This is an optimization exercise on Yosys and OpenROAD, whose aim is small area, not a production implementation. In this exercise RTL edits were held to simulation tests only and were not proved equivalent to the original. Power figures rest on the tool's default switching activity, not on a simulated workload.

`design/flow/config.mk`:
```
export PLATFORM = sky130hd
export DESIGN_NAME = direct_mapped_low_power_fixed
export DESIGN_NICKNAME = direct_mapped_low_power_fixed
export VERILOG_FILES = /design/flow/design.v
export SDC_FILE = /design/flow/constraint.sdc
export NUM_CORES = 8
export LEC_CHECK = 0
export CAP_MARGIN = 20
export CORE_MARGIN = 2
export CORE_UTILIZATION = 35
export PLACE_DENSITY = 0.4
export SLEW_MARGIN = 20
```
`design/flow/constraint.sdc`:
```
create_clock -name core_clock -period 10.0 [get_ports {clk}]
set_input_delay 2.0000 -clock core_clock [delete_from_list [all_inputs] [get_ports {clk}]]
set_output_delay 2.0000 -clock core_clock [all_outputs]
set_load 0.01 [all_outputs]
```
`design/flow/design.v`:
```
`timescale 1ns / 1ps
module direct_mapped_low_power_fixed (
    input  clk, reset,
    input  cpu_req, cpu_write,
    input  [31:0] cpu_addr,
    input  [31:0] cpu_write_data,
    output reg hit, miss,
    output reg [31:0] cpu_read_data,
    output reg [1:0] accessed_bank,
    output reg mem_req, mem_write,
    output reg [31:0] mem_addr,
    output reg [31:0] mem_write_data,
    input  [127:0] mem_read_data
);
reg [127:0] cache_Memory [3:0][7:0];
reg [25:0] tag_memory   [3:0][7:0];
reg        valid_memory [3:0][7:0];
wire [25:0] tag         = cpu_addr[31:6];
wire [4:0]  index_full  = cpu_addr[8:4];
wire [1:0]  bank_sel    = index_full[4:3];
wire [2:0]  bank_index  = index_full[2:0];
wire [3:0]  byte_offset = cpu_addr[3:0];
wire [25:0] current_tag   = tag_memory[bank_sel][bank_index];
wire        current_valid = valid_memory[bank_sel][bank_index];
wire        cache_hit     = current_valid && (current_tag == tag);
wire memory_write_enable = cpu_req && (
    (cpu_write && cache_hit) ||           
    (!cpu_write && !cache_hit) ||         
    (cpu_write && !cache_hit)             
);
integer i, j;
always @(posedge clk or posedge reset) begin
    if (reset) begin
        for (i = 0; i < 4; i = i + 1)
            for (j = 0; j < 8; j = j + 1) begin
                cache_Memory[i][j] <= 128'b0;
                tag_memory[i][j]   <= 26'b0;
                valid_memory[i][j] <= 1'b0;
            end
    end else if (memory_write_enable) begin
        if (cpu_write && cache_hit) begin
            case (byte_offset[3:2])
                2'b00: cache_Memory[bank_sel][bank_index][31:0]   <= cpu_write_data;
                2'b01: cache_Memory[bank_sel][bank_index][63:32]  <= cpu_write_data;
                2'b10: cache_Memory[bank_sel][bank_index][95:64]  <= cpu_write_data;
                2'b11: cache_Memory[bank_sel][bank_index][127:96] <= cpu_write_data;
            endcase
        end else begin
            cache_Memory[bank_sel][bank_index] <= mem_read_data;
            tag_memory[bank_sel][bank_index]   <= tag;
            valid_memory[bank_sel][bank_index] <= 1'b1;
            if (cpu_write) begin
                case (byte_offset[3:2])
                    2'b00: cache_Memory[bank_sel][bank_index][31:0]   <= cpu_write_data;
                    2'b01: cache_Memory[bank_sel][bank_index][63:32]  <= cpu_write_data;
                    2'b10: cache_Memory[bank_sel][bank_index][95:64]  <= cpu_write_data;
                    2'b11: cache_Memory[bank_sel][bank_index][127:96] <= cpu_write_data;
                endcase
            end
        end
    end
end
always @(posedge clk or posedge reset) begin
    if (reset) begin
        hit <= 0;
        miss <= 0;
        mem_req <= 0;
        mem_write <= 0;
        mem_addr <= 0;
        mem_write_data <= 0;
        cpu_read_data <= 0;
        accessed_bank <= 0;  
    end else if (cpu_req) begin
        accessed_bank <= bank_sel;
        hit <= cache_hit;
        miss <= !cache_hit;
        mem_req <= 0;
        mem_write <= 0;
        cpu_read_data <= 0;
        if (cache_hit) begin
            if (!cpu_write) begin
                case (byte_offset[3:2])
                    2'b00: cpu_read_data <= cache_Memory[bank_sel][bank_index][31:0];
                    2'b01: cpu_read_data <= cache_Memory[bank_sel][bank_index][63:32];
                    2'b10: cpu_read_data <= cache_Memory[bank_sel][bank_index][95:64];
                    2'b11: cpu_read_data <= cache_Memory[bank_sel][bank_index][127:96];
                endcase
            end else begin
                mem_req <= 1;
                mem_write <= 1;
                mem_addr <= cpu_addr;
                mem_write_data <= cpu_write_data;
            end
        end else begin
            mem_req <= 1;
            mem_write <= cpu_write;
            if (!cpu_write) begin
                mem_addr <= {tag, index_full, 4'b0000};  
                case (byte_offset[3:2])
                    2'b00: cpu_read_data <= mem_read_data[31:0];
                    2'b01: cpu_read_data <= mem_read_data[63:32];
                    2'b10: cpu_read_data <= mem_read_data[95:64];
                    2'b11: cpu_read_data <= mem_read_data[127:96];
                endcase
            end else begin
                mem_addr <= cpu_addr;
                mem_write_data <= cpu_write_data;
            end
        end
    end
end
endmodule
```
`design/flow/run.sh`:
```
#!/bin/bash
# synth_recipe.tcl (not shown) runs the flow's synth.tcl, then flattens the netlist and writes it again
# the make line also repeats each setting of config.mk as NAME=value (left out here)
make -C /OpenROAD-flow-scripts/flow DESIGN_CONFIG=/design/flow/config.mk WORK_HOME=/design/flow/orfs CLKGATE_MAP_FILE= SYNTH_SCRIPT=/design/flow/synth_recipe.tcl finish
```
==> run_results.csv, run 1 <==
group,metric,value,unit
synth,ys_ff_latch,5062,
timing,finalSetupViolCount,0,
clock_network,postCtsHoldBufs,0,
die,start_util,35.1,%
place,place_ws,853,ps
clock_network,h-tree-depth,6,
synth,synth_enable_flop_cells,0,
worst_setup_path,worstRegToRegCells,13,
worst_setup_path,crit_type,"input pin to flip-flop",
synth,synth.cell_area,215000,µm²
pwr,power_leakage,110,nW
timing,timing.setup.tns,0,ps
die,chipHeight,789,µm
route,vias_post_dr,178980,
pwr,ir_drop,0.183,mV
layout,final_core_utilization,40.9,%
synth,synth_cells,17461,
synth,seq_area_frac_synth,58.8,%
worst_setup_path,timing.rr.start,"tag_memory[18][25]",
clock_network,tritoncts,"yes",
timing,layout_min_cycle_time,8180,ps
hold_path,min_from,"tag_memory[9][0]",
synth,async_reset_ff_share,100,%
worst_setup_path,worst-r2r-setup-slack,3820,ps
die,boundary_pins,298,
hold_path,hold_path_depth,1,
place,place.detailed.hpwl,722000,µm
global_route,pin_count_of_the_biggest_net_entering_global_routing,158,
timing,worstMarginPinSlew,1390,ps
synth,most_common_flop_cell_mapped_by_yosys,"sky130_fd_sc_hd__dfrtp_1",
worst_setup_path,timing.critical_path.to_type,"flip-flop",
layout,finish.net_count,17321,
place,place_congestion,0.857,
hold_path,hold_class,"flip-flop to flip-flop",
clock_network,cts_num_sinks,5062,
clock_network,postCtsResizedCells,0,
layout,fraction_of_final_layout_cells_with_drive_strength_greater_than_1,14.8,%
die,coreArea,614000,µm²
die,chipWidth,789,µm
run,maxCapViolCount,0,
worst_setup_path,crit_path_max_incr_delay,910,ps
worst_setup_path,cp_data_required_time,10940,ps
place,portBuffers,297,
clock_network,cts_root_buffer,"sky130_fd_sc_hd__clkbuf_16",
route,vias_per_cell,6.95,
timing,final_critical_path_setup_slack,1820,ps
pwr,total_power,58.7,mW
hold_path,timing.hold.worst_endpoint,"tag_memory[9][0]",
layout,layout.cell_area.non_filler,251000,µm²
route,drtAntennaViolNets,0,
route,drtPass1Iterations,6,
global_route,initial_antenna_violation_count,85,
global_route,grtUsageTotal,40.0,%
worst_setup_path,timing.critical_path.arrival,9110,ps
clock_network,cts_buffer_depth,4,
clock_network,clk_pin_slew_worst_setup_hold_paths,60,ps
worst_setup_path,path_common_cell,"sky130_fd_sc_hd__buf_4",
synth,yosysWarnings,4,
worst_setup_path,worst-path-max-fanout,33,
worst_setup_path,path_cells,"buf_4, buf_4, nand3_2, nor2_4, buf_4, a222oi_1, nand3_1, nor4_1, nor3_1, nand4_1, nor4_2, buf_12, buf_4, a21oi_4, buf_4, a2bb2oi_1",
synth,synth_cell_types,86,
timing,slew-limit-headroom,7.28,%
layout,syn_to_final_growth,16.5,%
worst_setup_path,critical-path-slowest-cell,"sky130_fd_sc_hd__nor2_4",
clock_network,worst_skew_pair.late_latency,1150,ps
clock_network,cts_post_setup_buffers_inserted,0,
timing,fin_worst_skew,64.9,ps
synth,syn-num-nets,17657,
pwr,power.density_cell_area,234,nW/µm²
die,design.die.area,622000,µm²
global_route,vias_in_the_first_global_route,174179,
run_status,outcome,"timing/DRC/antenna clean",
timing,timing.final.crit_share,81.8,%
clock_network,cts_inserted_buffers,608,
route,detail_route.iter0.violations,23755,
global_route,global_route_wire_length_before_repair,1710000,µm
die,placement_rows,288,
worst_setup_path,reg_to_reg_critical_path_endpoint,"cache_Memory[21][47]",
worst_setup_path,startpoint_type,"input pin",
place,dpl_cell_area,231000,µm²
timing,hold_violations,0,
route,wire_per_inst,49.8,µm
layout,count_of_filler_cells_inserted_in_the_layout,57702,
synth,syn_avg_cell_area,12.3,µm²
route,drc,0,
route,postRouteWirelength,1280000,µm
timing,timing_max_transition_violations_final,0,
timing,grt_setup_unrepaired,"no",
timing,fmaxAchievable,0.122,GHz
global_route,gr-total-overflow,0,
==> critical path: cells and delay by family <==
family,cells,cell delay (ps)
buf+inv,6,2820
compound gates,3,820
simple gates,7,3210
==> final cells by class <==
| type | count | area (µm²) | share of cell area [%] |
|---|---|---|---|
| Antenna cell | 32 | 80.1 | 0.0319 |
| Clock buffer | 929 | 18300 | 7.28 |
| Clock inverter | 155 | 1650 | 0.656 |
| Inverter | 120 | 454 | 0.181 |
| Multi-Input combinational cell | 10153 | 82100 | 32.7 |
| Sequential cell | 5062 | 127000 | 50.4 |
| Tap cell | 8120 | 10200 | 4.05 |
| Timing Repair Buffer | 1180 | 11700 | 4.68 |
==> cells in the final DEF (no fill, tap or decap), types with 287 or more instances in the layout <==
| cell | instances |
|---|---|
| sky130_fd_sc_hd__mux2_1 | 464 |
| sky130_fd_sc_hd__dfrtp_1 | 5062 |
| sky130_fd_sc_hd__clkbuf_16 | 627 |
| sky130_fd_sc_hd__a22o_1 | 1047 |
| sky130_fd_sc_hd__mux2_2 | 289 |
| sky130_fd_sc_hd__clkdlybuf4s50_1 | 287 |
| sky130_fd_sc_hd__nand2_1 | 921 |
| sky130_fd_sc_hd__buf_4 | 723 |
| sky130_fd_sc_hd__a2bb2oi_1 | 2950 |
| sky130_fd_sc_hd__a22oi_1 | 2045 |
==> logic make-up after synthesis <==
kind of cell / synth area share [%]
and+or+nand+nor: 5.22
DFF: 58.8
muxes: 4.63
buffers and inverters: 4.48
xor gates and xnor gates: 0.0366
AOI/OAI and AO/OA: 26.8
==> worst max path at each step <==
stage,start,slack [ps],depth (start not counted),endpoint
6_report,cpu_addr[4],1820,16,cache_Memory[21][47]
5_1_grt,cpu_addr[4],1930,17,cache_Memory[21][47]
4_1_cts,cpu_addr[6],2000,17,cache_Memory[21][47]
3_5_place_dp,cpu_addr[6],850,17,cache_Memory[21][35]
3_3_place_gp,cpu_addr[6],860,17,cache_Memory[21][35]
2_1_floorplan,reset,-62590,1,accessed_bank[0]
==> cell usage after synthesis, drive strengths merged, types with 7 or more instances <==
cell type / number / share of area [%]
clkbuf: 1642 / 2.9
a2bb2oi: 2980 / 12
nor2b: 13 / 0.038
nor4: 191 / 0.56
a21oi: 337 / 0.78
nand2b: 189 / 0.55
dfrtp: 5062 / 59
o311ai: 30 / 0.12
a222oi: 30 / 0.14
o22ai: 112 / 0.33
nor3: 101 / 0.23
o2bb2ai: 127 / 0.60
mux2i: 68 / 0.32
nand2: 960 / 1.8
inv: 120 / 0.21
or4: 7 / 0.024
o21ai: 210 / 0.65
o211ai: 7 / 0.024
a2111oi: 49 / 0.21
and2: 55 / 0.16
nor2: 125 / 0.24
a22o: 1048 / 4.3
buf: 484 / 1.4
mux2: 758 / 4.0
a211oi: 9 / 0.031
nand3: 144 / 0.34
a22oi: 2045 / 7.1
mux4: 33 / 0.34
a221oi: 51 / 0.21
nand4: 200 / 0.58
a32oi: 7 / 0.028
and3: 173 / 0.50
or3b: 9 / 0.037
==> metrics by stage <==
| step | hold slack [ps] | cells |
|---|---|---|
| floorplan | 425 | 17461 |
| global placement | 441 | 24621 |
| detailed placement | 445 | 24634 |
| CTS | 458 | 25718 |
| global route | 476 | 25726 |
| finish | 460 | 25751 |
==> power by group <==
group          internal [mW]  leakage, nW  switching (mW)
Sequential              25.1         61.9            2.65
Combinational           4.06         38.3            4.09
Clock                   13.2         9.86            9.60
==> routing by layer <==
| layer | vias up | part of all wire [%] | global-route usage (%) |
|---|---|---|---|
| met5 | - | 0.010 | 0 |
| met4 | 18 | 6.0 | 19.8 |
| met3 | 2710 | 8.6 | 8.30 |
| met2 | 11073 | 44 | 59.8 |
| met1 | 98189 | 42 | 55.3 |
| li1 | 66990 | - | - |
==> state kept, by name, indices dropped and copies added (netlist names) <==
name and flops:
tag_memory 832, mem_write_data 32, mem_addr 32, miss 1
cpu_read_data 32, mem_write 1, cache_Memory 4096, hit 1
valid_memory 32, accessed_bank 2, mem_req 1
==> inputs of run 2 (changes only) <==
==> design/flow/design.v (replaced) <==
`timescale 1ns / 1ps
module dm_hold #(parameter W = 1) (
    input  [W-1:0] en, hold,
    input  [W-1:0] nd, q,
    output [W-1:0] d
);
    assign d = (en & nd) | (hold & q);
endmodule
module dm_aoi3 #(parameter W = 1) (
    input  [3*W-1:0] s,
    input  [3*W-1:0] d,
    output [W-1:0]   y
);
    assign y = ~((s[0 +: W] & d[0 +: W]) | (s[W +: W] & d[W +: W]) | (s[2*W +: W] & d[2*W +: W]));
endmodule
module dm_aoi2 #(parameter W = 1) (
    input  [2*W-1:0] s,
    input  [2*W-1:0] d,
    output [W-1:0]   y
);
    assign y = ~((s[0 +: W] & d[0 +: W]) | (s[W +: W] & d[W +: W]));
endmodule
module dm_aosel #(parameter N = 3, parameter W = 1) (
    input  [N-1:0]   s,
    input  [N*W-1:0] d,
    output [W-1:0]   y
);
    localparam G3 = N / 3;
    localparam R  = N - 3 * G3;
    localparam G  = G3 + (R != 0);
    wire [G*W-1:0] gn;
    genvar g, b;
    generate
        for (g = 0; g < G3; g = g + 1) begin : g_grp
            dm_aoi3 #(.W(W)) u (.s({{W{s[3*g+2]}}, {W{s[3*g+1]}}, {W{s[3*g]}}}), .d(d[3*g*W +: 3*W]), .y(gn[g*W +: W]));
        end
        if (R == 2) begin : g_r2
            dm_aoi2 #(.W(W)) u (.s({{W{s[N-1]}}, {W{s[N-2]}}}), .d(d[(N-2)*W +: 2*W]), .y(gn[(G-1)*W +: W]));
        end else if (R == 1) begin : g_r1
            assign gn[(G-1)*W +: W] = ~({W{s[N-1]}} & d[(N-1)*W +: W]);
        end
        for (b = 0; b < W; b = b + 1) begin : g_bit
            wire [G-1:0] col;
            for (g = 0; g < G; g = g + 1) begin : g_col
                assign col[g] = gn[g*W + b];
            end
            assign y[b] = ~&col;
        end
    endgenerate
endmodule
module direct_mapped_low_power_fixed (
    input  clk, reset,
    input  cpu_req, cpu_write,
    input  [31:0] cpu_addr,
    input  [31:0] cpu_write_data,
    output hit, miss,
    output [31:0] cpu_read_data,
    output [1:0] accessed_bank,
    output mem_req, mem_write,
    output reg [31:0] mem_addr,
    output reg [31:0] mem_write_data,
    input  [127:0] mem_read_data
);
wire [22:0] tag_in = cpu_addr[31:9];
wire [4:0]  idx    = cpu_addr[8:4];
wire [1:0]  wsel   = cpu_addr[3:2];
reg  [31:0]      valid;
reg  [32*23-1:0] tags;      
reg  [4095:0]    data;      
genvar l, k, b;
wire [31:0] lsel;
generate
    for (l = 0; l < 32; l = l + 1) begin : g_lsel
        assign lsel[l] = (idx == l);
    end
endgenerate
wire [22:0] cur_tag;
dm_aosel #(.N(32), .W(23)) u_tag_rd (.s(lsel), .d(tags), .y(cur_tag));
wire cur_valid = |(lsel & valid);
wire cache_hit = cur_valid && (cur_tag == tag_in);
wire [3:0]   wmask;
wire [127:0] new_line;
wire [127:0] den;
wire [31:0]  ten;
generate
    for (k = 0; k < 4; k = k + 1) begin : g_new
        wire wr_here = cpu_write && (wsel == k);
        assign wmask[k] = !cache_hit || wr_here;
        assign new_line[32*k +: 32] = wr_here ? cpu_write_data : mem_read_data[32*k +: 32];
    end
    for (l = 0; l < 32; l = l + 1) begin : g_en
        wire sel = cpu_req && lsel[l];
        assign ten[l] = sel && !cache_hit;
        for (k = 0; k < 4; k = k + 1) begin : g_word
            assign den[l*4 + k] = sel && wmask[k];
        end
    end
endgenerate
wire [32*23-1:0] tags_d;
wire [4095:0]    data_d;
generate
    for (l = 0; l < 32; l = l + 1) begin : g_hold_line
        dm_hold #(.W(23)) u_tag (.en({23{ten[l]}}), .hold({23{~ten[l]}}), .nd(tag_in),
                                 .q(tags[l*23 +: 23]), .d(tags_d[l*23 +: 23]));
        for (k = 0; k < 4; k = k + 1) begin : g_word
            dm_hold #(.W(32)) u (.en({32{den[l*4 + k]}}), .hold({32{~den[l*4 + k]}}),
                                 .nd(new_line[32*k +: 32]),
                                 .q(data[(l*4 + k)*32 +: 32]), .d(data_d[(l*4 + k)*32 +: 32]));
        end
    end
endgenerate
always @(posedge clk) begin
    tags <= tags_d;
    data <= data_d;
end
always @(posedge clk or posedge reset)
    if (reset) valid <= 32'b0;
    else if (cpu_req && !cache_hit) valid <= valid | lsel;
reg       any_r, hit_r, wr_r;
reg [1:0] bank_r;
reg [2:0] line_r;
reg [1:0] word_r;
always @(posedge clk or posedge reset)
    if (reset) begin
        any_r  <= 1'b0;
        hit_r  <= 1'b0;
        wr_r   <= 1'b0;
        bank_r <= 2'b0;
    end else if (cpu_req) begin
        any_r  <= 1'b1;
        hit_r  <= cache_hit;
        wr_r   <= cpu_write;
        bank_r <= idx[4:3];
    end
always @(posedge clk)
    if (cpu_req) begin
        line_r <= idx[2:0];
        word_r <= wsel;
    end
always @(posedge clk or posedge reset)
    if (reset) begin
        mem_addr       <= 32'b0;
        mem_write_data <= 32'b0;
    end else if (cpu_req) begin
        if (cpu_write) begin
            mem_addr       <= cpu_addr;
            mem_write_data <= cpu_write_data;
        end else if (!cache_hit) begin
            mem_addr <= {cpu_addr[28:6], cpu_addr[8:4], 4'b0000};
        end
    end
wire rd_r = any_r & ~wr_r;
wire [6:0] rword = {bank_r, line_r, word_r};
wire [127:0] rsel;
generate
    for (k = 0; k < 128; k = k + 1) begin : g_rsel
        assign rsel[k] = rd_r && (rword == k);
    end
endgenerate
dm_aosel #(.N(128), .W(32)) u_data_rd (.s(rsel), .d(data), .y(cpu_read_data));
assign hit           = hit_r;
assign miss          = any_r & ~hit_r;
assign mem_req       = any_r & ~(hit_r & ~wr_r);
assign mem_write     = wr_r;
assign accessed_bank = bank_r;
endmodule
--- a/design/flow/config.mk
+++ b/design/flow/config.mk
@@ -9,4 +9,7 @@
 export CORE_MARGIN = 2
-export CORE_UTILIZATION = 35
-export PLACE_DENSITY = 0.4
-export SLEW_MARGIN = 20
+export CORE_UTILIZATION = 55
+export CTS_CLUSTER_DIAMETER = 100
+export CTS_CLUSTER_SIZE = 25
+export PLACE_DENSITY = 0.6
+export SLEW_MARGIN = 30
+export SYNTH_HIERARCHICAL = 1
==> run 2 against run 1 <==
Net effect: design area fell by 22%; still clean; global-route usage grew 16 points; flip-flop and latch count decreased by 124; clock-buffer cell count fell by 688.
==> run_results.csv, run 2 <==
group,metric,value,unit
synth,most_common_flop_cell_mapped_by_yosys,"sky130_fd_sc_hd__dfxtp_1",
route,dr_wl_met3,168000,µm
worst_setup_path,cp_data_required_time,8000,ps
route,routedLengthMet1,299000,µm
synth,dominant_combinational_cell_family_by_area_after_synthesis,"compound AO/OA/AOI/OAI gates",
synth,syn_avg_cell_area,12.5,µm²
timing,grt_setup_unrepaired,"no",
worst_setup_path,worst-path-max-fanout,32,
layout,fraction_of_final_layout_cells_with_drive_strength_greater_than_1,11.8,%
worst_setup_path,worst-r2r-setup-slack,4520,ps
synth,syn-num-nets,13748,
global_route,global_route_wire_length_before_repair,1240000,µm
die,chipHeight,558,µm
synth,seq_area_frac_synth,58.8,%
clock_network,clk_pin_slew_worst_setup_hold_paths,100,ps
route,postRouteWirelength,916000,µm
timing,worstMarginPinSlew,1350,ps
timing,hold-worst-slack,468,ps
route,detail_route.iter0.violations,38049,
layout,layout_common_cells,"sky130_fd_sc_hd__a22o_1, sky130_fd_sc_hd__dfxtp_1, sky130_fd_sc_hd__a222oi_1",
pwr,power_leakage,79.3,nW
clock_network,cts_num_sinks,4938,
clock_network,postCtsHoldBufs,0,
clock_network,postCtsResizedCells,0,
run_status,outcome,"timing/DRC/antenna clean",
worst_setup_path,timing.rr.start,"tags[8]",
synth,synth_cell_types,57,
clock_network,tritoncts,"yes",
clock_network,h-tree-depth,4,
clock_network,cts_root_buffer,"sky130_fd_sc_hd__clkbuf_16",
layout,syn_to_final_growth,15.2,%
global_route,initial_antenna_violation_count,67,
hold_path,min_from,"valid[19]",
pwr,power_report.internal_total,30.6,mW
global_route,pin_count_of_the_biggest_net_entering_global_routing,86,
layout,area_of_combinational_cells_with_multiple_inputs,73500,µm²
route,drtAntennaViolNets,0,
worst_setup_path,timing.critical_path.from,"word_r[0]",
place,place_congestion,0.993,
pwr,seq_power_share,60.4,%
route,drc,0,
worst_setup_path,critical-path-slowest-cell,"sky130_fd_sc_hd__nor4_2",
place,place.detailed.hpwl,536000,µm
pwr,power.combinational.fraction,15.0,%
pwr,switching_share,28.5,%
layout,count_of_filler_cells_inserted_in_the_layout,23550,
layout,ff_latch_area,99400,µm²
layout,leading_cell_type_in_the_layout_fill_and_taps_excluded,"sky130_fd_sc_hd__a22o_1",
route,wire_per_inst,48.5,µm
hold_path,hold_path_depth,1,
pwr,ir_drop,0.184,mV
hold_path,timing.hold.worst_endpoint,"valid[19]",
route,top_signal_layer_used,"met5",
synth,synth_fa_ha_area_share,0,%
timing,timing.setup.tns,0,ps
synth,async_reset_ff_share,2.05,%
worst_setup_path,reg_to_reg_critical_path_endpoint,"data[2906]",
synth,synth_simple_gate_area_share,4.27,%
route,vias_per_cell,8.72,
layout,finish.net_count,14848,
timing,hold_violations,0,
synth,synth_cells,13552,
worst_setup_path,startpoint_type,"flip-flop",
timing,fmaxAchievable,0.102,GHz
clock_network,cts_buffer_depth,4,
timing,layout_min_cycle_time,9820,ps
layout,biggestRegsByFlops,"data x4096, tags x736",
timing,fin_worst_skew,57.8,ps
synth,synth_top_cells_by_area,"sky130_fd_sc_hd__dfxtp_1, sky130_fd_sc_hd__a22o_1, sky130_fd_sc_hd__a222oi_1, sky130_fd_sc_hd__dfrtp_1, sky130_fd_sc_hd__nand4_1",
global_route,gr-total-overflow,0,
pwr,net_switching_power_figure,12.2,mW
clock_network,cts_inserted_buffers,220,
worst_setup_path,crit_path_max_incr_delay,1210,ps
synth,synthMostInstantiatedCell,"sky130_fd_sc_hd__a22o_1",
timing,finalSetupViolCount,0,
synth,synth_largest_area_cell,"sky130_fd_sc_hd__dfxtp_1",
synth,synth_enable_flop_cells,5,
synth,post_synth_xor_area_fraction,0.119,%
timing,timing_max_transition_violations_final,0,
worst_setup_path,path_common_cell,"sky130_fd_sc_hd__buf_4",
die,boundary_pins,298,
run,maxCapViolCount,0,
synth,yosysWarnings,7,
global_route,vias_in_the_first_global_route,151045,
die,placement_rows,203,
synth,synth_commonest_cells,"sky130_fd_sc_hd__a22o_1, sky130_fd_sc_hd__dfxtp_1, sky130_fd_sc_hd__a222oi_1",
timing,timing.final.crit_share,98.2,%
route,route.met2.wl,345000,µm
pwr,power.density_cell_area,220,nW/µm²
synth,synth-compound-area-share,36.0,%
hold_path,hold_class,"flip-flop to flip-flop",
die,design.die.area,312000,µm²
pwr,clock_power_share,24.5,%
worst_setup_path,crit_type,"flip-flop to primary output",
synth,synth.cell_area,169000,µm²
die,chipWidth,558,µm
synth,ys_ff_latch,4938,
worst_setup_path,worstRegToRegCells,11,
layout,flip_flop_count_of_the_largest_register_all_copies_and_words_added,4096,
clock_network,cts_post_setup_buffers_inserted,0,
die,coreArea,306000,µm²
route,drtPass1Iterations,17,
global_route,grtUsageTotal,56.1,%
clock_network,worst_skew_pair.late_latency,1030,ps
layout,top_register,"data",
die,start_util,55.2,%
worst_setup_path,timing.critical_path.to_type,"primary output",
synth,synth_top_cell_area_share,57.3,%
timing,slew-limit-headroom,9.57,%
place,portBuffers,297,
worst_setup_path,path_cells,"nor2b_1, nand2_2, buf_4, nor2_2, buf_4, a222oi_1, nand4_1, nor4_2, nand3_1, clkdlybuf4s50_1",
synth,synth_mux_area_share,0.224,%
worst_setup_path,timing.critical_path.arrival,7820,ps
route,vias_post_dr,164585,
run 2: cell types whose count changed in the layout (fill, tap and decap cells not counted), sizes merged, moves of 362 or more:
cell and change:
a22o +3785, a2bb2oi -2980, dfxtp +4832, a222oi +1544, mux2 -754, clkbuf -683, dfrtp -4961, nand2 -362
a22oi -1989
run 2: how the worst max path moves through the flow:
stage | cells after the start | end
finish | 10 | cpu_read_data[10]
global route | 10 | cpu_read_data[0]
CTS | 10 | cpu_read_data[0]
detailed placement | 16 | data[305]
global placement | 17 | data[253]
floorplan | 17 | data[4032]
run 2: critical path, delay by kind of cell, from the launching register on:
family,cells,cell delay (ps)
AO/OA/AOI/OAI,1,890
buffers and inverters,3,1340
flip-flops,1,750
AND/OR/NAND/NOR,6,3770
run 2: logic make-up after synthesis:
family | Yosys count
flops | 4938
mux | 36
simple gates | 1510
buf+inv | 188
xor+xnor | 23
compound gates | 6857
run 2: final cells by class:
cell class / count / share of cell area, %
Antenna cell: 102 / 0.131
Inverter: 34 / 0.0681
Clock inverter: 11 / 0.0733
Multi-Input combinational cell: 8426 / 37.8
Timing Repair Buffer: 1032 / 5.36
Clock buffer: 241 / 2.90
Sequential cell: 4938 / 51.1
Tap cell: 4100 / 2.64
run 2: routing by layer:
layer | vias up | global-route usage, %
met5 | - | 2.92
met2 | 17770 | 72.2
met1 | 81201 | 65.0
li1 | 60911 | -
met3 | 4647 | 32.1
met4 | 56 | 49.9
run 2: through the flow:
stage / cells / total power, mW / utilization [%] / setup WS (ps) / instance area (µm²)
finish: 18884 / 42.9 / 63.7 / 178 / 195000
global route: 18788 / 43.7 / 63.6 / 876 / 194000
CTS: 18725 / 42.0 / 63.1 / 1210 / 193000
detailed placement: 18473 / 32.1 / 61.2 / 1240 / 187000
global placement: 18407 / 31.6 / 60.5 / 1260 / 185000
floorplan: 13552 / 29.1 / - / 2170 / 169000
run 2: power groups by stage:
stage,sequential (mW),combinational (mW),clock [mW]
5_1_grt,26.2,6.51,11.0
3_5_place_dp,26.1,5.96,0
4_1_cts,25.7,5.99,10.3
3_3_place_gp,25.9,5.68,0
2_1_floorplan,25.5,3.60,0
6_report,25.9,6.45,10.5
==> inputs of run 3 (changes only) <==
--- a/design/flow/design.v
+++ b/design/flow/design.v
@@ -22,5 +22,6 @@
 endmodule
-module dm_aosel #(parameter N = 3, parameter W = 1) (
+module dm_aosel #(parameter N = 3, parameter W = 1, parameter GATE = 0) (
     input  [N-1:0]   s,
     input  [N*W-1:0] d,
+    input            gate,
     output [W-1:0]   y
@@ -46,5 +47,30 @@
             end
-            assign y[b] = ~&col;
+            if (GATE) begin : g_gate
+                assign y[b] = gate & ~&col;
+            end else begin : g_nogate
+                assign y[b] = ~&col;
+            end
         end
     endgenerate
+endmodule
+module dm_newline (
+    input          wr,
+    input  [1:0]   wsel,
+    input  [31:0]  wd,
+    input  [127:0] md,
+    output [127:0] nd
+);
+    genvar k;
+    generate
+        for (k = 0; k < 4; k = k + 1) begin : g_w
+            assign nd[32*k +: 32] = (wr && wsel == k) ? wd : md[32*k +: 32];
+        end
+    endgenerate
+endmodule
+module dm_en (
+    input  sel, wm,
+    output en, hold
+);
+    assign en   = sel & wm;
+    assign hold = ~(sel & wm);
 endmodule
@@ -69,3 +95,3 @@
 reg  [4095:0]    data;      
-genvar l, k, b;
+genvar l, k, b, h;
 wire [31:0] lsel;
@@ -77,3 +103,3 @@
 wire [22:0] cur_tag;
-dm_aosel #(.N(32), .W(23)) u_tag_rd (.s(lsel), .d(tags), .y(cur_tag));
+dm_aosel #(.N(32), .W(23)) u_tag_rd (.s(lsel), .d(tags), .gate(1'b1), .y(cur_tag));
 wire cur_valid = |(lsel & valid);
@@ -81,5 +107,6 @@
 wire [3:0]   wmask;
-wire [127:0] new_line;
+wire [255:0] new_line;    
 wire [127:0] den;
 wire [31:0]  ten;
+wire [31:0]  sel_l;
 generate
@@ -88,3 +115,6 @@
         assign wmask[k] = !cache_hit || wr_here;
-        assign new_line[32*k +: 32] = wr_here ? cpu_write_data : mem_read_data[32*k +: 32];
+    end
+    for (l = 0; l < 2; l = l + 1) begin : g_nd
+        dm_newline u (.wr(cpu_write), .wsel(wsel), .wd(cpu_write_data), .md(mem_read_data),
+                      .nd(new_line[128*l +: 128]));
     end
@@ -92,2 +122,3 @@
         wire sel = cpu_req && lsel[l];
+        assign sel_l[l] = sel;
         assign ten[l] = sel && !cache_hit;
@@ -105,5 +136,10 @@
         for (k = 0; k < 4; k = k + 1) begin : g_word
-            dm_hold #(.W(32)) u (.en({32{den[l*4 + k]}}), .hold({32{~den[l*4 + k]}}),
-                                 .nd(new_line[32*k +: 32]),
-                                 .q(data[(l*4 + k)*32 +: 32]), .d(data_d[(l*4 + k)*32 +: 32]));
+            for (h = 0; h < 2; h = h + 1) begin : g_half
+                wire en, hold;
+                dm_en ue (.sel(sel_l[l]), .wm(wmask[k]), .en(en), .hold(hold));
+                dm_hold #(.W(16)) u (.en({16{en}}), .hold({16{hold}}),
+                                 .nd(new_line[128*(l/16) + 32*k + 16*h +: 16]),
+                                 .q(data[(l*4 + k)*32 + 16*h +: 16]),
+                                 .d(data_d[(l*4 + k)*32 + 16*h +: 16]));
+            end
         end
@@ -156,6 +192,6 @@
     for (k = 0; k < 128; k = k + 1) begin : g_rsel
-        assign rsel[k] = rd_r && (rword == k);
-    end
-endgenerate
-dm_aosel #(.N(128), .W(32)) u_data_rd (.s(rsel), .d(data), .y(cpu_read_data));
+        assign rsel[k] = (rword == k);
+    end
+endgenerate
+dm_aosel #(.N(128), .W(32), .GATE(1)) u_data_rd (.s(rsel), .d(data), .gate(rd_r), .y(cpu_read_data));
 assign hit           = hit_r;
--- a/design/flow/config.mk
+++ b/design/flow/config.mk
@@ -7,5 +7,5 @@
 export LEC_CHECK = 0
-export CAP_MARGIN = 20
+export CAP_MARGIN = 30
 export CORE_MARGIN = 2
-export CORE_UTILIZATION = 55
+export CORE_UTILIZATION = 50
 export CTS_CLUSTER_DIAMETER = 100
==> run 3 against run 2 <==
Net effect: still clean on timing, DRC and antenna; flip-flop and latch count unchanged; setup slack improved by 1300 ps; clock-buffer cell count rose by 3; non-clock buffer count decreased by 335; sequential power barely moved; via count is 6.2% lower.
==> run_results.csv, run 3 <==
group,metric,value,unit
route,postRouteWirelength,861000,µm
route,drtAntennaViolNets,0,
layout,fraction_of_final_layout_cells_with_drive_strength_greater_than_1,8.54,%
worst_setup_path,timing.rr.start,"tags[81]",
pwr,net_switching_power_figure,12.0,mW
route,drtPass1Iterations,17,
clock_network,worst_skew_pair.late_latency,1040,ps
global_route,grtUsageTotal,47.2,%
pwr,seq_power_share,60.6,%
global_route,global_route_wire_length_before_repair,1170000,µm
pwr,power_leakage,77.1,nW
pwr,clock_power_share,24.9,%
timing,hold_violations,0,
pwr,power.density_cell_area,225,nW/µm²
die,placement_rows,214,
layout,count_of_filler_cells_inserted_in_the_layout,27942,
run,maxCapViolCount,0,
synth,syn_avg_cell_area,12.7,µm²
pwr,power.combinational.fraction,14.5,%
synth,synth.cell_area,171000,µm²
clock_network,tritoncts,"yes",
global_route,initial_antenna_violation_count,63,
die,design.die.area,346000,µm²
pwr,total_power,42.9,mW
route,vias_per_cell,8.16,
place,place.detailed.hpwl,528000,µm
layout,layout.cell_area.non_filler,190000,µm²
hold_path,hold_class,"flip-flop to flip-flop",
timing,slew-limit-headroom,16.1,%
die,start_util,50.2,%
pwr,power_report.internal_total,30.8,mW
place,place_congestion,0.969,
hold_path,min_from,"valid[18]",
place,dpl_cell_area,184000,µm²
layout,layout_common_cells,"sky130_fd_sc_hd__a22o_1, sky130_fd_sc_hd__dfxtp_1, sky130_fd_sc_hd__a222oi_1",
layout,flip_flop_count_of_the_largest_register_all_copies_and_words_added,4096,
global_route,pin_count_of_the_biggest_net_entering_global_routing,129,
layout,top_register,"data",
synth,synth_cells,13451,
run_status,outcome,"timing/DRC/antenna clean",
timing,hold-worst-slack,461,ps
clock_network,clk_pin_slew_worst_setup_hold_paths,100,ps
clock_network,cts_buffer_depth,4,
die,chipWidth,589,µm
die,chipHeight,589,µm
pwr,ir_drop,0.174,mV
timing,final_critical_path_setup_slack,1480,ps
timing,fmaxAchievable,0.117,GHz
route,wire_per_inst,45.5,µm
worst_setup_path,startpoint_type,"input pin",
pwr,switching_share,28.1,%
synth,syn-num-nets,13647,
worst_setup_path,timing.critical_path.from,"cpu_addr[8]",
route,detail_route.iter0.violations,32296,
timing,fin_worst_skew,52.3,ps
clock_network,cts_inserted_buffers,221,
timing,grt_setup_unrepaired,"no",
worst_setup_path,timing.critical_path.arrival,9420,ps
layout,biggestRegsByFlops,"data x4096, tags x736",
timing,timing_max_transition_violations_final,0,
timing,timing.final.crit_share,85.2,%
place,place_ws,802,ps
route,vias_post_dr,154409,
clock_network,postCtsResizedCells,0,
worst_setup_path,crit_type,"input pin to flip-flop",
worst_setup_path,cp_data_required_time,10890,ps
clock_network,cts_post_setup_buffers_inserted,0,
die,coreArea,340000,µm²
timing,layout_min_cycle_time,8520,ps
clock_network,cts_root_buffer,"sky130_fd_sc_hd__clkbuf_16",
layout,syn_to_final_growth,11.5,%
global_route,vias_in_the_first_global_route,142821,
synth,yosysWarnings,7,
layout,finish.net_count,14478,
place,portBuffers,297,
timing,worstMarginPinSlew,1250,ps
route,drc,0,
clock_network,cts_num_sinks,4938,
clock_network,postCtsHoldBufs,0,
timing,finalSetupViolCount,0,
clock_network,h-tree-depth,4,
worst_setup_path,timing.critical_path.to_type,"flip-flop",
global_route,gr-total-overflow,0,
die,boundary_pins,298,
worst_setup_path,worst-path-max-fanout,128,
run 3: final cells by class:
cell class,instances,area [µm²],share of cell area (%)
tap,4536,5680,2.98
clock inverter,12,145,0.0762
clock buffer,244,5760,3.03
multi-input combinational,8409,72400,38.0
timing repair buffer,697,6780,3.56
sequential,4938,99400,52.2
antenna,77,193,0.101
inverter,15,61.3,0.0322
run 3: through the flow:
| stage | utilization [%] | TNS, ps | instances |
|---|---|---|---|
| after floorplan | - | -856550 | 13451 |
| after global placement | 53.7 | 0 | 18530 |
| after detailed placement | 54.1 | 0 | 18578 |
| after CTS | 55.8 | 0 | 18834 |
| after global routing | 56.0 | 0 | 18878 |
| final | 56.0 | 0 | 18928 |
run 3: worst max-delay path, stage by stage:
cell and delay (ps):
sky130_fd_sc_hd__clkdlybuf4s50_1 900, sky130_fd_sc_hd__buf_4 330, sky130_fd_sc_hd__or4_1 160, sky130_fd_sc_hd__or2_2 200, sky130_fd_sc_hd__inv_1 480, sky130_fd_sc_hd__a222oi_1 590
sky130_fd_sc_hd__nand4_1 720, sky130_fd_sc_hd__or3_1 620, sky130_fd_sc_hd__xnor2_1 200, sky130_fd_sc_hd__nand4_1 330, sky130_fd_sc_hd__nor4_1 440, sky130_fd_sc_hd__nand3_1 360
sky130_fd_sc_hd__nor2_4 420, sky130_fd_sc_hd__o21ai_4 110, sky130_fd_sc_hd__buf_12 370, sky130_fd_sc_hd__and2_1 600, sky130_fd_sc_hd__a22o_1 360
run 3: per-layer routing:
metal,track usage [%],wire length (µm)
met2,65.8,349000
met3,16.8,127000
met1,59.3,307000
met5,0,532
met4,36.1,77900
run 3: power groups by stage:
stage	Clock (mW)	Sequential (mW)	Combinational [mW]
CTS	10.6	25.8	5.92
global route	11.3	26.3	6.38
floorplan	0	25.6	3.72
finish	10.7	26.0	6.21
detailed placement	0	26.2	5.90
global placement	0	26.1	5.66
run 3: final timing paths:
path / depth (start not counted) / endpoint / slack (ps)
setup / recovery: 17 / data[1085] / 1480
hold / removal: 1 / valid[18] / 460
setup reg to reg: 12 / data[1085] / 4150
hold reg to reg: 1 / valid[18] / 460
max in group asynchronous: 3 / mem_write_data[25] / 7380
min in group asynchronous: 2 / mem_addr[4] / 1390
==> inputs of run 4 (changes only) <==
==> design/flow/flow/run.sh (new file) <==
#!/bin/bash
set -euo pipefail
bash standard.sh "BUFFER_PORTS_ARGS=-buffer_cell sky130_fd_sc_hd__buf_1" finish > flow_standard.log 2>&1
==> design/flow/standard.sh (new file) <==
#!/bin/bash
# synth_recipe.tcl (not shown) runs the flow's synth.tcl, then flattens the netlist and writes it again
# the make line also repeats each setting of config.mk as NAME=value (left out here)
make -C /OpenROAD-flow-scripts/flow DESIGN_CONFIG=/design/flow/config.mk WORK_HOME=/design/flow/orfs CLKGATE_MAP_FILE= SYNTH_SCRIPT=/design/flow/synth_recipe.tcl "${@:-finish}"
removed: design/flow/run.sh
==> run 4 against run 3 <==
Net effect: still clean; core utilization is 0.60 points lower; routed wire length is 1.1% lower; maximum frequency is 5.5% higher; flip-flop and latch count stayed put; sequential power hardly changed; first-iteration DRC count is 0.41% lower; critical path type unchanged; highest routed layer unchanged.
==> run_results.csv, run 4 <==
group,metric,value,unit
run_status,outcome,"timing/DRC/antenna clean",
place,portBuffers,297,
clock_network,cts_inserted_buffers,220,
layout,finish.net_count,14453,
synth,syn_avg_cell_area,12.7,µm²
route,vias_per_cell,8.16,
clock_network,h-tree-depth,4,
synth,syn-num-nets,13647,
route,drtPass1Iterations,14,
layout,count_of_filler_cells_inserted_in_the_layout,28223,
worst_setup_path,crit_type,"input pin to flip-flop",
timing,slew-limit-headroom,17.6,%
die,coreArea,340000,µm²
route,vias_post_dr,154094,
die,boundary_pins,298,
clock_network,postCtsResizedCells,0,
layout,syn_to_final_growth,10.3,%
clock_network,cts_post_setup_buffers_inserted,0,
route,postRouteWirelength,851000,µm
clock_network,postCtsHoldBufs,0,
layout,flip_flop_count_of_the_largest_register_all_copies_and_words_added,4096,
clock_network,cts_root_buffer,"sky130_fd_sc_hd__clkbuf_16",
pwr,total_power,42.6,mW
die,placement_rows,214,
clock_network,tritoncts,"yes",
place,place.detailed.hpwl,521000,µm
layout,fraction_of_final_layout_cells_with_drive_strength_greater_than_1,8.27,%
timing,fin_worst_skew,56.9,ps
timing,fmaxAchievable,0.124,GHz
place,dpl_cell_area,182000,µm²
run,maxCapViolCount,0,
clock_network,worst_skew_pair.late_latency,1040,ps
layout,final_cells,18889,
layout,final_core_utilization,55.4,%
layout,layout.cell_area.non_filler,188000,µm²
pwr,power_leakage,76.3,nW
place,place_congestion,1.00,
global_route,global_route_wire_length_before_repair,1160000,µm
timing,worstMarginPinSlew,1240,ps
global_route,vias_in_the_first_global_route,142934,
clock_network,cts_num_sinks,4938,
die,start_util,50.2,%
pwr,ir_drop,0.151,mV
worst_setup_path,worst-path-max-fanout,74,
route,drc,0,
timing,timing_max_transition_violations_final,0,
global_route,initial_antenna_violation_count,69,
timing,grt_setup_unrepaired,"no",
global_route,gr-total-overflow,0,
synth,synth.cell_area,171000,µm²
hold_path,hold_class,"flip-flop to flip-flop",
timing,timing.final.crit_share,80.8,%
timing,hold-worst-slack,465,ps
route,wire_per_inst,45.1,µm
place,dp_cells,18559,
global_route,grtUsageTotal,46.6,%
timing,layout_min_cycle_time,8080,ps
global_route,pin_count_of_the_biggest_net_entering_global_routing,129,
layout,biggestRegsByFlops,"data x4096, tags x736",
route,drtAntennaViolNets,0,
worst_setup_path,timing.critical_path.arrival,9020,ps
route,detail_route.iter0.violations,32164,
synth,synth_cells,13451,
layout,top_register,"data",
worst_setup_path,startpoint_type,"input pin",
die,chipHeight,589,µm
clock_network,clk_pin_slew_worst_setup_hold_paths,100,ps
layout,layout_common_cells,"sky130_fd_sc_hd__a22o_1, sky130_fd_sc_hd__dfxtp_1, sky130_fd_sc_hd__a222oi_1",
worst_setup_path,cp_data_required_time,10940,ps
synth,yosysWarnings,7,
timing,hold_violations,0,
clock_network,cts_buffer_depth,4,
timing,finalSetupViolCount,0,
die,chipWidth,589,µm
die,design.die.area,346000,µm²
worst_setup_path,timing.critical_path.to_type,"flip-flop",
pwr,power.density_cell_area,226,nW/µm²
==> run 4: cell types whose count changed in the layout (fill, tap and decap cells not counted), sizes merged <==
cell	before	now
diode	77	68
clkdlybuf4s50	271	0
inv	20	18
clkinv	7	3
clkbuf	244	268
buf	426	649
==> run 4: worst max-delay path: stages <==
cell	delay [ps]
sky130_fd_sc_hd__buf_1	110
sky130_fd_sc_hd__buf_4	340
sky130_fd_sc_hd__nand2b_1	720
sky130_fd_sc_hd__nor2_2	400
sky130_fd_sc_hd__a222oi_1	1160
sky130_fd_sc_hd__nand4_1	260
sky130_fd_sc_hd__or3_1	440
sky130_fd_sc_hd__xnor2_1	150
sky130_fd_sc_hd__nand4_1	160
sky130_fd_sc_hd__nor4_1	350
sky130_fd_sc_hd__nand3_1	370
sky130_fd_sc_hd__nor2_2	620
sky130_fd_sc_hd__o21ai_4	130
sky130_fd_sc_hd__buf_12	260
sky130_fd_sc_hd__buf_16	240
sky130_fd_sc_hd__nand2_1	760
sky130_fd_sc_hd__a22o_1	240
==> run 4: cell type report <==
cell class,instances,area [µm²],share of cell area [%]
Inverter,15,61.3,0.0325
Clock buffer,244,5730,3.04
Multi-Input combinational cell,8409,72400,38.4
Timing Repair Buffer,673,4910,2.61
Clock inverter,6,60.1,0.0319
Sequential cell,4938,99400,52.8
Antenna cell,68,170,0.0903
Tap cell,4536,5680,3.01
==> run 4: worst paths after layout <==
kind                              from                 end  slack (ps)  depth (start not counted)
min                          valid[18]           valid[18]         470                          1
max in group asynchronous        reset  mem_write_data[22]        7800                          3
min reg2reg                  valid[18]           valid[18]         470                          1
max reg2reg                  tags[483]           data[913]        4290                         13
min in group asynchronous        reset           valid[11]        1050                          2
max                        cpu_addr[5]           data[913]        1920                         17
==> run 4: layer usage <==
layer / up-vias / GRT usage (%) / routed length (µm)
met4: 20 / 37.1 / 79900
li1: 60107 / - / -
met3: 3188 / 16.2 / 124000
met5: - / 0 / 213
met1: 76994 / 58.3 / 301000
met2: 13785 / 65.2 / 346000
==> run 4: power breakdown <==
part / switching, mW / internal [mW]
Combinational: 3.19 / 2.89
Clock: 6.44 / 4.08
Sequential: 2.31 / 23.7
Total: 11.9 / 30.7
==> run 4: through the flow <==
stage	setup WS, ps	setup TNS, ps
after global routing	2000	0
after global placement	1360	0
after CTS	2400	0
after floorplan	-209	-856550
after detailed placement	1360	0
final	1920	0
==> inputs of run 5 (changes only) <==
==> design/flow/flow/run.sh (replaced) <==
#!/bin/bash
set -euo pipefail
bash standard.sh \
  "BUFFER_PORTS_ARGS=-buffer_cell sky130_fd_sc_hd__buf_1" \
  "CTS_ARGS=-sink_clustering_enable -repair_clock_nets -sink_clustering_size 27 -sink_clustering_max_diameter 100 -dont_use_dummy_load" \
  finish > flow_standard.log 2>&1
--- a/design/flow/config.mk
+++ b/design/flow/config.mk
@@ -7,3 +7,3 @@
 export LEC_CHECK = 0
-export CAP_MARGIN = 30
+export CAP_MARGIN = 25
 export CORE_MARGIN = 2
@@ -11,5 +11,5 @@
 export CTS_CLUSTER_DIAMETER = 100
-export CTS_CLUSTER_SIZE = 25
-export PLACE_DENSITY = 0.6
-export SLEW_MARGIN = 30
+export CTS_CLUSTER_SIZE = 27
+export PLACE_DENSITY = 0.8
+export SLEW_MARGIN = 25
 export SYNTH_HIERARCHICAL = 1
==> run 5 against run 4 <==
Net effect: clock-buffer cell count is 38 lower; register-to-register slack better by 360 ps; cell count decreased by 0.97%; clock skew is 150 ps higher; total power fell by 2.1%; critical endpoint is now cpu_read_data[12]; largest cell class unchanged; highest routed layer unchanged.
==> run_results.csv, run 5 <==
group,metric,value,unit
place,place.detailed.hpwl,459000,µm
clock_network,cts_buffer_depth,4,
synth,synth.cell_area,171000,µm²
place,place_congestion,1.05,
pwr,power.density_cell_area,224,nW/µm²
layout,top_register,"data",
layout,final_cells,18706,
clock_network,h-tree-depth,4,
place,dp_cells,18458,
clock_network,worst_skew_pair.late_latency,1060,ps
timing,layout_min_cycle_time,8340,ps
global_route,global_route_wire_length_before_repair,1020000,µm
die,chipHeight,589,µm
timing,fmaxAchievable,0.120,GHz
route,routedLengthMet1,250000,µm
clock_network,tritoncts,"yes",
hold_path,hold_class,"flip-flop to flip-flop",
route,vias_per_cell,8.11,
pwr,total_power,41.7,mW
pwr,ir_drop,0.172,mV
worst_setup_path,crit_type,"flip-flop to primary output",
worst_setup_path,startpoint_type,"flip-flop",
run,maxCapViolCount,0,
layout,layout.cell_area.non_filler,186000,µm²
die,placement_rows,214,
die,coreArea,340000,µm²
clock_network,cts_post_setup_buffers_inserted,0,
layout,flip_flop_count_of_the_largest_register_all_copies_and_words_added,4096,
global_route,vias_in_the_first_global_route,138624,
route,drtPass1Iterations,14,
layout,ff_latch_area,99400,µm²
clock_network,cts_num_sinks,4938,
synth,synth_cells,13451,
timing,timing.final.crit_share,83.4,%
route,drtAntennaViolNets,0,
layout,finish.net_count,14338,
layout,biggestRegsByFlops,"data x4096, tags x736",
global_route,grtUsageTotal,40.0,%
worst_setup_path,timing.rr.start,"tags[483]",
route,top_signal_layer_used,"met5",
worst_setup_path,reg_to_reg_critical_path_endpoint,"data[1867]",
worst_setup_path,worst-r2r-setup-slack,4650,ps
die,chipWidth,589,µm
global_route,gr-total-overflow,0,
worst_setup_path,timing.critical_path.to_type,"primary output",
die,design.die.area,346000,µm²
clock_network,postCtsResizedCells,0,
layout,layout_common_cells,"sky130_fd_sc_hd__a22o_1, sky130_fd_sc_hd__dfxtp_1, sky130_fd_sc_hd__a222oi_1",
layout,syn_to_final_growth,8.76,%
timing,timing_max_transition_violations_final,0,
synth,syn_avg_cell_area,12.7,µm²
die,start_util,50.2,%
place,portBuffers,297,
route,route.met2.wl,279000,µm
clock_network,cts_root_buffer,"sky130_fd_sc_hd__clkbuf_16",
run_status,outcome,"timing/DRC/antenna clean",
timing,fin_worst_skew,204,ps
layout,count_of_filler_cells_inserted_in_the_layout,28396,
clock_network,clk_pin_slew_worst_setup_hold_paths,110,ps
timing,hold_violations,0,
hold_path,min_from,"valid[13]",
synth,yosysWarnings,7,
clock_network,cts_inserted_buffers,206,
clock_network,postCtsHoldBufs,0,
layout,area_of_combinational_cells_with_multiple_inputs,72000,µm²
layout,fraction_of_final_layout_cells_with_drive_strength_greater_than_1,7.41,%
route,detail_route.iter0.violations,35584,
timing,grt_setup_unrepaired,"no",
global_route,initial_antenna_violation_count,47,
worst_setup_path,timing.critical_path.arrival,6340,ps
die,boundary_pins,298,
pwr,power_leakage,75.0,nW
hold_path,timing.hold.worst_endpoint,"valid[13]",
route,vias_post_dr,151654,
timing,finalSetupViolCount,0,
hold_path,hold_path_depth,1,
worst_setup_path,worst-path-max-fanout,17,
route,drc,0,
route,postRouteWirelength,736000,µm
worst_setup_path,worstRegToRegCells,12,
global_route,pin_count_of_the_biggest_net_entering_global_routing,107,
route,wire_per_inst,39.3,µm
synth,syn-num-nets,13647,
route,dr_wl_met3,135000,µm
timing,slew-limit-headroom,8.63,%
timing,worstMarginPinSlew,1360,ps
place,dpl_cell_area,180000,µm²
worst_setup_path,cp_data_required_time,8000,ps
==> run 5: changes by cell type in the layout (fill, tap and decap cells not counted), sizes merged <==
cell	previous run	this run
clkinv	3	0
diode	68	30
clkbuf	268	230
buf	649	548
inv	18	15
==> run 5: where the power goes <==
| part | switching (mW) | leakage [nW] | internal (mW) |
|---|---|---|---|
| sequential | 2.31 | 41.5 | 23.7 |
| combinational | 2.98 | 31.0 | 2.85 |
| clock | 6.17 | 2.54 | 3.70 |
==> run 5: metal layers <==
metal	GRT usage, %	vias up
li1	-	59797
met1	49.8	73932
met2	53.1	14560
met3	18.7	3297
met4	29.9	68
met5	1.07	-
==> run 5: worst max-delay path: stages (launching register included) <==
cell,delay (ps)
sky130_fd_sc_hd__edfxtp_1,580
sky130_fd_sc_hd__nor2b_1,250
sky130_fd_sc_hd__nand2_1,760
sky130_fd_sc_hd__nor2_2,470
sky130_fd_sc_hd__buf_4,370
sky130_fd_sc_hd__a222oi_1,730
sky130_fd_sc_hd__nand4_1,320
sky130_fd_sc_hd__nor4_2,1030
sky130_fd_sc_hd__a31oi_1,540
sky130_fd_sc_hd__buf_1,250
==> run 5: how the worst max path moves through the flow <==
stage,startpoint,to,cells after the start
floorplan,cpu_addr[6],data[1000],17
global placement,cpu_addr[8],data[3572],17
finish,line_r[0],cpu_read_data[12],9
global route,line_r[0],cpu_read_data[12],9
CTS,line_r[0],cpu_read_data[12],9
detailed placement,cpu_addr[8],data[1800],17
==> run 5: per-stage QoR <==
stage	setup TNS [ps]	hold slack (ps)	setup slack (ps)	util, %
2_1_floorplan	-856550	419	-209	-
3_3_place_gp	0	429	1820	53.0
3_5_place_dp	0	444	1620	53.0
4_1_cts	0	461	2280	54.5
5_1_grt	0	479	2050	54.6
6_report	0	464	1660	54.6
==> run 5: cell type report <==
type / count / area share (%)
Sequential cell: 4938 / 53.5
Clock buffer: 206 / 2.77
Antenna cell: 30 / 0.0404
Tap cell: 4536 / 3.05
Inverter: 15 / 0.0330
Timing Repair Buffer: 572 / 1.85
Multi-Input combinational cell: 8409 / 38.7

==> port drivers added, routing unchanged <==
The results above use ideal ports. As a check the final layouts listed here were re-extracted and re-timed, cells and wires unchanged.
Step 1 sets driving cells, clkbuf_16 on the clock port and buf_2 on the other inputs (assumed; they add their load-dependent delay and slew).
Step 2 adds t to the input delays and takes it off the output delays; t is the mean of the earliest and latest rising clock arrival at the registers after step 1. Input paths then give back, and output paths get back, about the clock's delay inside the block.
a / b / c = no drivers / after step 1 / after step 2; a / b = the first two.
run | t, ns | slack for setup (ns) | hold slack, ns | worst setup path at the end | pins driven straight from the clock port
run 1 | 1.257 | 1.824 / 1.927 / 0.670 | 0.460 / 0.460 / 0.460 | input to register | 1
run 2 | 1.106 | 0.178 / 0.069 / 0.760 | 0.468 / 0.468 / 0.468 | input to register | 1
run 3 | 1.121 | 1.476 / 1.499 / 0.438 | 0.461 / 0.461 / 0.461 | input to register | 1
run 4 | 1.128 | 1.918 / 1.971 / 0.872 | 0.465 / 0.465 / 0.465 | input to register | 1
run 5 | 1.069 | 1.658 / 1.547 / 1.210 | 0.464 / 0.464 / 0.464 | input to register | 1
After both steps every run listed still meets setup and hold. The setup slack of run 1, which loses most, moves by +0.103 ns with the drivers and by -1.154 ns with both steps.
